Source: an optimization exercise on an open RTL-to-GDS flow (aim: small area, a short achievable clock period and few clock cycles per item). Production flows keep margins and buffers that such runs may drop.
Only simulation tests tie the RTL to the original design; equivalence was not proved.

==> branch delta: inputs <==
## xtea_cores
module xtea_cores (
    input wire clk,
    input wire rst_i,
    input wire valid_i,
    input wire en_i,
    input wire [63:0] data_a_i,
    input wire [63:0] data_b_i,
    input wire [127:0] key,
    input wire decrypt_i,
    output wire [63:0] result_a_o,
    output wire [63:0] result_b_o,
    output reg valid_o,
    output reg busy_o
);
  localparam [31:0] DELTA = 32'h9e3779b9;
  localparam [31:0] SUM32 = 32'hc6ef3720;
  reg [6:0] cnt;
  reg dec;
  reg swp;
  reg cin;   
  reg [31:0] k0, k1, k2, k3;
  reg [31:0] aa, ba, ab, bb;
  reg [31:0] kr, t;
  wire rdy = ~busy_o | valid_o;
  wire acc = rdy & valid_i & en_i;
  wire last = dec ? (cnt == 7'd65) : (cnt == 7'd63);
  always @(posedge clk or posedge rst_i) begin
    if (rst_i) begin
      busy_o <= 1'b0;
      valid_o <= 1'b0;
    end else if (acc) begin
      busy_o <= 1'b1;
      valid_o <= 1'b0;
    end else if (valid_o) begin
      busy_o <= 1'b0;
      valid_o <= 1'b0;
    end else if (busy_o) begin
      valid_o <= last;
    end
  end
  always @(posedge clk or posedge rst_i) begin
    if (rst_i) begin
      cnt <= 7'd0;
      dec <= 1'b0;
      swp <= 1'b0;
      cin <= 1'b0;
    end else if (rdy) begin
  ...
==> module xtea, before the edit <==
module xtea (
    input  wire [31:0] a,
    input  wire [31:0] b,
    input  wire [31:0] k,
    input  wire        cin,
    output wire [31:0] y
);
  wire [31:0] s = (b << 4) ^ (b >> 5);
  wire [31:0] c1;
  xtea_sk pf1 (.g(s & b), .p(s ^ b), .cin(1'b0), .c(c1));
  wire [31:0] f = s ^ b ^ c1;
  wire [31:0] gk = f ^ k;
  wire [31:0] c2;
  xtea_sk pf2 (.g(a & gk), .p(a ^ gk), .cin(cin), .c(c2));
  assign y = a ^ gk ^ c2;
endmodule
==> module xtea_sk, before the edit <==
module xtea_sk (
    input  wire [31:0] g,
    input  wire [31:0] p,
    input  wire        cin,
    output wire [31:0] c
);
  wire [31:0] g0 = {g[31:1], g[0] | (p[0] & cin)};
  genvar l, m;
  generate
    for (l = 0; l < 5; l = l + 1) begin : lev
      wire [31:0] gi, pi, gs, ps, go, po;
      if (l == 0) begin : first
        assign gi = g0;
        assign pi = p;
      end else begin : next
        assign gi = lev[l-1].go;
        assign pi = lev[l-1].po;
      end
      for (m = 0; m < 32; m = m + (2 << l)) begin : blk
        assign gs[m+(1<<l)-1:m] = {(1 << l) {1'b0}};
        assign ps[m+(1<<l)-1:m] = {(1 << l) {1'b1}};
        assign gs[m+(2<<l)-1:m+(1<<l)] = {(1 << l) {gi[m+(1<<l)-1]}};
        assign ps[m+(2<<l)-1:m+(1<<l)] = {(1 << l) {pi[m+(1<<l)-1]}};
      end
      assign go = gi | (pi & gs);
      assign po = pi & ps;
    end
  endgenerate
  assign c = {lev[4].go[30:0], cin};
endmodule
==> module xtea_cores, before the edit <==
module xtea_cores (
    input wire clk,
    input wire rst_i,
    input wire valid_i,
    input wire en_i,
    input wire [63:0] data_a_i,
    input wire [63:0] data_b_i,
    input wire [127:0] key,
    input wire decrypt_i,
    output wire [63:0] result_a_o,
    output wire [63:0] result_b_o,
    output reg valid_o,
    output reg busy_o
);
  localparam [31:0] DELTA = 32'h9e3779b9;
  localparam [31:0] SUM32 = 32'hc6ef3720;
  reg [6:0] cnt;
  reg dec;
  reg swp;
  reg cin;   
  reg [31:0] k0, k1, k2, k3;
  reg [31:0] aa, ba, ab, bb;
  reg [31:0] kr, t;
  wire rdy = ~busy_o | valid_o;
  wire acc = rdy & valid_i & en_i;
  wire last = dec ? (cnt == 7'd65) : (cnt == 7'd63);
  always @(posedge clk or posedge rst_i) begin
    if (rst_i) begin
      busy_o <= 1'b0;
      valid_o <= 1'b0;
    end else if (acc) begin
      busy_o <= 1'b1;
      valid_o <= 1'b0;
    end else if (valid_o) begin
      busy_o <= 1'b0;
      valid_o <= 1'b0;
    end else if (busy_o) begin
      valid_o <= last;
    end
  end
  always @(posedge clk or posedge rst_i) begin
    if (rst_i) begin
      cnt <= 7'd0;
      dec <= 1'b0;
      swp <= 1'b0;
      cin <= 1'b0;
    end else if (rdy) begin
      cnt <= 7'd0;
      dec <= decrypt_i;
      swp <= decrypt_i;
      cin <= decrypt_i;
    end else begin
      cnt <= cnt + 7'd1;
      swp <= dec & (cnt == 7'd64);
      cin <= cin & busy_o;
    end
  end
  always @(posedge clk) begin
    if (rdy) begin
      k0 <= key[127:96];
      k1 <= key[95:64];
      k2 <= key[63:32];
      k3 <= key[31:0];
    end
  end
  wire p = cnt[0] ^ dec;   
  wire [1:0] sel = cnt[0] ? t[1:0] : t[12:11];
  reg [31:0] ksel;
  always @(*) begin
    case (sel)
      2'd0: ksel = k0;
      2'd1: ksel = k1;
      2'd2: ksel = k2;
      default: ksel = k3;
    endcase
  end
  wire [31:0] sk = t + ksel;
  always @(posedge clk) begin
    if (rdy) begin
      kr <= key[127:96];
      t  <= decrypt_i ? SUM32 : DELTA;
    end else begin
      kr <= sk ^ {32{dec}};
      if (p) t <= dec ? t - DELTA : t + DELTA;
    end
  end
  wire [31:0] na, nb;
  xtea step_a (.a(aa), .b(ba), .k(kr), .cin(cin), .y(na));
  xtea step_b (.a(ab), .b(bb), .k(kr), .cin(cin), .y(nb));
  always @(posedge clk) begin
    if (rdy) begin
      aa <= data_a_i[63:32];
      ba <= data_a_i[31:0];
      ab <= data_b_i[63:32];
      bb <= data_b_i[31:0];
    end else begin
      aa <= ba;
      ba <= swp ? aa : na;
      ab <= bb;
      bb <= swp ? ab : nb;
    end
  end
  assign result_a_o = {aa, ba};
  assign result_b_o = {ab, bb};
endmodule
clock: 7.0 ns
lec_check: 0
abc_area: 1
cap_margin: 20
core_margin: 2
core_utilization: 60
place_density: 0.75
setup_slack_margin: 3.2
slew_margin: 20
standard.sh (not shown) runs the stock make flow with config.mk's settings and CLKGATE_MAP_FILE= SYNTH_SCRIPT=/design/flow/synth_recipe.tcl, a recipe that flattens the netlist after the stock synthesis.
==> flow/flow/run.sh <==
#!/bin/bash
# Standard ORFS layout, but the port buffers are the smallest buffer cell and
# CTS uses smaller buffers and no dummy loads.
set -euo pipefail
export BUFFER_PORTS_ARGS="-buffer_cell sky130_fd_sc_hd__buf_1"
export ADDER_MAP_FILE=
export CTS_ARGS="-sink_clustering_enable -repair_clock_nets -dont_use_dummy_load -buf_list {sky130_fd_sc_hd__clkbuf_4 sky130_fd_sc_hd__clkbuf_8}"
bash standard.sh > standard_make.log 2>&1
==> inputs of branch sierra, as changes to branch delta <==
==> flow/design.v (replaced) <==
`default_nettype none
module xtea (
    input  wire [31:0] a,
    input  wire [31:0] b,
    input  wire [31:0] k,
    input  wire        cin,
    output wire [31:0] y
);
  wire [31:0] f = ((b << 4) ^ (b >> 5)) + b;
  wire [32:0] s = {a, cin} + {f ^ k, cin};
  assign y = s[32:1];
endmodule
`default_nettype none
module xtea_cores (
    input wire clk,
    input wire rst_i,
    input wire valid_i,
    input wire en_i,
    input wire [63:0] data_a_i,
    input wire [63:0] data_b_i,
    input wire [127:0] key,
    input wire decrypt_i,
    output wire [63:0] result_a_o,
    output wire [63:0] result_b_o,
    output reg valid_o,
    output reg busy_o
);
  localparam [31:0] DELTA = 32'h9e3779b9;
  localparam [31:0] SUM32 = 32'hc6ef3720;
  reg [6:0] cnt;
  reg dec;
  reg swp;
  reg [31:0] k0, k1, k2, k3;
  reg [31:0] aa, ba, ab, bb;
  reg [31:0] kr, t;
  wire acc = (~busy_o | valid_o) & valid_i & en_i;
  wire last = dec ? (cnt == 7'd65) : (cnt == 7'd63);
  always @(posedge clk or posedge rst_i) begin
    if (rst_i) begin
      busy_o <= 1'b0;
      valid_o <= 1'b0;
      cnt <= 7'd0;
      dec <= 1'b0;
      swp <= 1'b0;
    end else begin
      if (acc) begin
        busy_o <= 1'b1;
        valid_o <= 1'b0;
        cnt <= 7'd0;
        dec <= decrypt_i;
        swp <= decrypt_i;
      end else begin
        if (valid_o) begin
          busy_o <= 1'b0;
          valid_o <= 1'b0;
        end else if (busy_o) begin
          valid_o <= last;
        end
        cnt <= cnt + 7'd1;
        swp <= dec & (cnt == 7'd64);
      end
    end
  end
  always @(posedge clk) begin
    if (acc) begin
      k0 <= key[127:96];
      k1 <= key[95:64];
      k2 <= key[63:32];
      k3 <= key[31:0];
    end
  end
  wire p = cnt[0] ^ dec;   
  wire [1:0] sel = cnt[0] ? t[1:0] : t[12:11];
  reg [31:0] ksel;
  always @(*) begin
    case (sel)
      2'd0: ksel = k0;
      2'd1: ksel = k1;
      2'd2: ksel = k2;
      default: ksel = k3;
    endcase
  end
  wire [31:0] sk = t + ksel;
  always @(posedge clk) begin
    if (acc) begin
      kr <= key[127:96];
      t  <= decrypt_i ? SUM32 : DELTA;
    end else begin
      kr <= sk ^ {32{dec}};
      if (p) t <= dec ? t - DELTA : t + DELTA;
    end
  end
  wire [31:0] na, nb;
  xtea step_a (.a(aa), .b(ba), .k(kr), .cin(dec), .y(na));
  xtea step_b (.a(ab), .b(bb), .k(kr), .cin(dec), .y(nb));
  always @(posedge clk) begin
    if (acc) begin
      aa <= data_a_i[63:32];
      ba <= data_a_i[31:0];
      ab <= data_b_i[63:32];
      bb <= data_b_i[31:0];
    end else begin
      aa <= ba;
      ba <= swp ? aa : na;
      ab <= bb;
      bb <= swp ? ab : nb;
    end
  end
  assign result_a_o = {aa, ba};
  assign result_b_o = {ab, bb};
endmodule
--- a/flow/flow/run.sh
+++ b/flow/flow/run.sh
@@ -4,5 +4,5 @@
 set -euo pipefail
 export BUFFER_PORTS_ARGS="-buffer_cell sky130_fd_sc_hd__buf_1"
-export ADDER_MAP_FILE=
 export CTS_ARGS="-sink_clustering_enable -repair_clock_nets -dont_use_dummy_load -buf_list {sky130_fd_sc_hd__clkbuf_4 sky130_fd_sc_hd__clkbuf_8}"
+export RECOVER_POWER=100
 bash standard.sh > standard_make.log 2>&1
- ABC_AREA: 1 -> not set
- CORE_UTILIZATION: 60 -> 40
- PLACE_DENSITY: 0.75 -> not set
- SETUP_SLACK_MARGIN: 3.2 -> 1.5
==> inputs of branch indigo, as changes to branch delta <==
==> flow/design.v (replaced) <==
`default_nettype none
module xtea (
    input  wire [31:0] a,
    input  wire [31:0] b,
    input  wire [31:0] k,
    input  wire        cin,
    output wire [31:0] y
);
  wire [31:0] f = ((b << 4) ^ (b >> 5)) + b;
  wire [32:0] s = {a, cin} + {f ^ k, cin};
  assign y = s[32:1];
endmodule
`default_nettype none
module xtea_cores (
    input wire clk,
    input wire rst_i,
    input wire valid_i,
    input wire en_i,
    input wire [63:0] data_a_i,
    input wire [63:0] data_b_i,
    input wire [127:0] key,
    input wire decrypt_i,
    output wire [63:0] result_a_o,
    output wire [63:0] result_b_o,
    output reg valid_o,
    output reg busy_o
);
  localparam [31:0] DELTA = 32'h9e3779b9;
  localparam [31:0] SUM32 = 32'hc6ef3720;
  reg [6:0] cnt;
  reg dec;
  reg swp;
  reg [31:0] k0, k1, k2, k3;
  reg [31:0] aa, ba, ab, bb;
  reg [31:0] kr, t;
  wire acc = (~busy_o | valid_o) & valid_i & en_i;
  wire last = dec ? (cnt == 7'd65) : (cnt == 7'd63);
  always @(posedge clk or posedge rst_i) begin
    if (rst_i) begin
      busy_o <= 1'b0;
      valid_o <= 1'b0;
      cnt <= 7'd0;
      dec <= 1'b0;
      swp <= 1'b0;
    end else begin
      if (acc) begin
        busy_o <= 1'b1;
        valid_o <= 1'b0;
        cnt <= 7'd0;
        dec <= decrypt_i;
        swp <= decrypt_i;
      end else begin
        if (valid_o) begin
          busy_o <= 1'b0;
          valid_o <= 1'b0;
        end else if (busy_o) begin
          valid_o <= last;
        end
        cnt <= cnt + 7'd1;
        swp <= dec & (cnt == 7'd64);
      end
    end
  end
  always @(posedge clk) begin
    if (acc) begin
      k0 <= key[127:96];
      k1 <= key[95:64];
      k2 <= key[63:32];
      k3 <= key[31:0];
    end
  end
  wire p = cnt[0] ^ dec;   
  wire [1:0] sel = cnt[0] ? t[1:0] : t[12:11];
  reg [31:0] ksel;
  always @(*) begin
    case (sel)
      2'd0: ksel = k0;
      2'd1: ksel = k1;
      2'd2: ksel = k2;
      default: ksel = k3;
    endcase
  end
  wire [31:0] sk = t + ksel;
  always @(posedge clk) begin
    if (acc) begin
      kr <= key[127:96];
      t  <= decrypt_i ? SUM32 : DELTA;
    end else begin
      kr <= sk ^ {32{dec}};
      if (p) t <= dec ? t - DELTA : t + DELTA;
    end
  end
  wire [31:0] na, nb;
  xtea step_a (.a(aa), .b(ba), .k(kr), .cin(dec), .y(na));
  xtea step_b (.a(ab), .b(bb), .k(kr), .cin(dec), .y(nb));
  always @(posedge clk) begin
    if (acc) begin
      aa <= data_a_i[63:32];
      ba <= data_a_i[31:0];
      ab <= data_b_i[63:32];
      bb <= data_b_i[31:0];
    end else begin
      aa <= ba;
      ba <= swp ? aa : na;
      ab <= bb;
      bb <= swp ? ab : nb;
    end
  end
  assign result_a_o = {aa, ba};
  assign result_b_o = {ab, bb};
endmodule
--- a/flow/flow/run.sh
+++ b/flow/flow/run.sh
@@ -4,5 +4,4 @@
 set -euo pipefail
 export BUFFER_PORTS_ARGS="-buffer_cell sky130_fd_sc_hd__buf_1"
-export ADDER_MAP_FILE=
 export CTS_ARGS="-sink_clustering_enable -repair_clock_nets -dont_use_dummy_load -buf_list {sky130_fd_sc_hd__clkbuf_4 sky130_fd_sc_hd__clkbuf_8}"
 bash standard.sh > standard_make.log 2>&1
- CORE_UTILIZATION: 60 -> 40
- PLACE_DENSITY: 0.75 -> not set
- SETUP_SLACK_MARGIN: 3.2 -> 3.5
==> inputs of branch tundra, as changes to branch delta <==
--- a/flow/design.v
+++ b/flow/design.v
@@ -7,42 +7,7 @@
     output wire [31:0] y
 );
-  wire [31:0] s = (b << 4) ^ (b >> 5);
-  wire [31:0] c1;
-  xtea_sk pf1 (.g(s & b), .p(s ^ b), .cin(1'b0), .c(c1));
-  wire [31:0] f = s ^ b ^ c1;
-  wire [31:0] gk = f ^ k;
-  wire [31:0] c2;
-  xtea_sk pf2 (.g(a & gk), .p(a ^ gk), .cin(cin), .c(c2));
-  assign y = a ^ gk ^ c2;
-endmodule
-module xtea_sk (
-    input  wire [31:0] g,
-    input  wire [31:0] p,
-    input  wire        cin,
-    output wire [31:0] c
-);
-  wire [31:0] g0 = {g[31:1], g[0] | (p[0] & cin)};
-  genvar l, m;
-  generate
-    for (l = 0; l < 5; l = l + 1) begin : lev
-      wire [31:0] gi, pi, gs, ps, go, po;
-      if (l == 0) begin : first
-        assign gi = g0;
-        assign pi = p;
-      end else begin : next
-        assign gi = lev[l-1].go;
-        assign pi = lev[l-1].po;
-      end
-      for (m = 0; m < 32; m = m + (2 << l)) begin : blk
-        assign gs[m+(1<<l)-1:m] = {(1 << l) {1'b0}};
-        assign ps[m+(1<<l)-1:m] = {(1 << l) {1'b1}};
-        assign gs[m+(2<<l)-1:m+(1<<l)] = {(1 << l) {gi[m+(1<<l)-1]}};
-        assign ps[m+(2<<l)-1:m+(1<<l)] = {(1 << l) {pi[m+(1<<l)-1]}};
-      end
-      assign go = gi | (pi & gs);
-      assign po = pi & ps;
-    end
-  endgenerate
-  assign c = {lev[4].go[30:0], cin};
+  wire [31:0] f = ((b << 4) ^ (b >> 5)) + b;
+  wire [32:0] s = {a, cin} + {f ^ k, cin};
+  assign y = s[32:1];
 endmodule
 `default_nettype none
- GPL_ROUTABILITY_DRIVEN: not set -> 0
- SETUP_SLACK_MARGIN: 3.2 -> 3.5
==> key figures <==
Drt
  • Final wirelength: about 74000 µm

Floorplanning
  • Starting Density: 60.6%

Outcome
  • Outcome: timing/DRC/antenna clean

Timing
  • Final Max Tran Viols: 0

Layout
  • Fraction of final layout cells sized beyond drive strength 1: approximately 6.4%
The numbers above come from branch delta.

==> key figures <==
Min path
  • HP Start: ba[31]

Floorplanning
  • Starting Density: approximately three fifths

Timing
  • Final Max Tran Viols: 0

Drt
  • Final wirelength: around 100000 µm

Worst setup path
  • Critical path required time: 7.60 ns

Outcome
  • Outcome: timing/DRC/antenna clean

Layout
  • Fraction of final layout cells sized beyond drive strength 1: 8.53%
The numbers above come from branch tundra.

==> key figures <==
Outcome
  • Outcome: complete, but fails checks
  • Failed Checks: max-capacitance violations, max-slew violations

Floorplanning
  • Starting Density: ~40%

Drt
  • Final wirelength: 68500 µm

Timing
  • Final Max Tran Viols: 223

Flow run
  • Max_cap viols: 5

Layout
  • Fraction of final layout cells sized beyond drive strength 1: about 5.2%
The numbers above come from branch sierra.

==> key figures <==
Layout
  • Fraction of final layout cells sized beyond drive strength 1: 22.8%

Synthesis
  • Post-synth EDFFs: 160
  • Leading area contributor after synthesis: edfxtp_1

Floorplanning
  • Tap cells: between 700 and 800

Drt
  • Final wirelength: approximately 94000 µm

Worst setup path
  • Buffers plus inverters on the worst setup path: 4

Outcome
  • Outcome: timing/DRC/antenna clean

GRT
  • Gr busiest metal: met2
The numbers above come from branch indigo.

Testbench counts of branch delta, summed over its fixed seeds: cycles 25,346, items 768.
Testbench counts of branch sierra, summed over its fixed seeds: cycles 25,346, items 768.
Testbench counts of branch indigo, summed over its fixed seeds: cycles 25,346, items 768.
Testbench counts of branch tundra, summed over its fixed seeds: cycles 25,346, items 768.

re-timing with driven ports:
Ports are ideal in the flow. The routed layouts listed here were re-timed in OpenROAD. Step 1, drivers: a clkbuf_16 drives clk and a buf_2 each remaining input, both assumed. Step 2 times the ports against the registers' clock, not the clock port: input delays grow and output delays shrink by t, the midpoint of the rising clock arrivals with the driver on. Slacks: ideal ports / drivers / drivers and shift; pairs: ideal ports / drivers.
run | shift t [ns] | setup WS [ns] | worst setup path after step 2 | latest minus earliest clock arrival (ns) | worst slew at a driven data input, ns
branch delta | 0.681 | 3.382 / 3.382 / 3.382 | register to register | 0.052 / 0.052 | 0.04
branch sierra | 0.683 | 0.873 / 0.873 / 0.685 | input to register | 0.077 / 0.077 | 0.10
branch indigo | 0.700 | 3.257 / 3.257 / 3.257 | register to register | 0.114 / 0.114 | 0.08
branch tundra | 0.710 | 3.527 / 3.527 / 3.527 | register to register | 0.082 / 0.082 | 0.05
For branch sierra, which loses most, drivers alone change the setup slack by 0.000 ns; drivers and shift together by -0.188 ns.
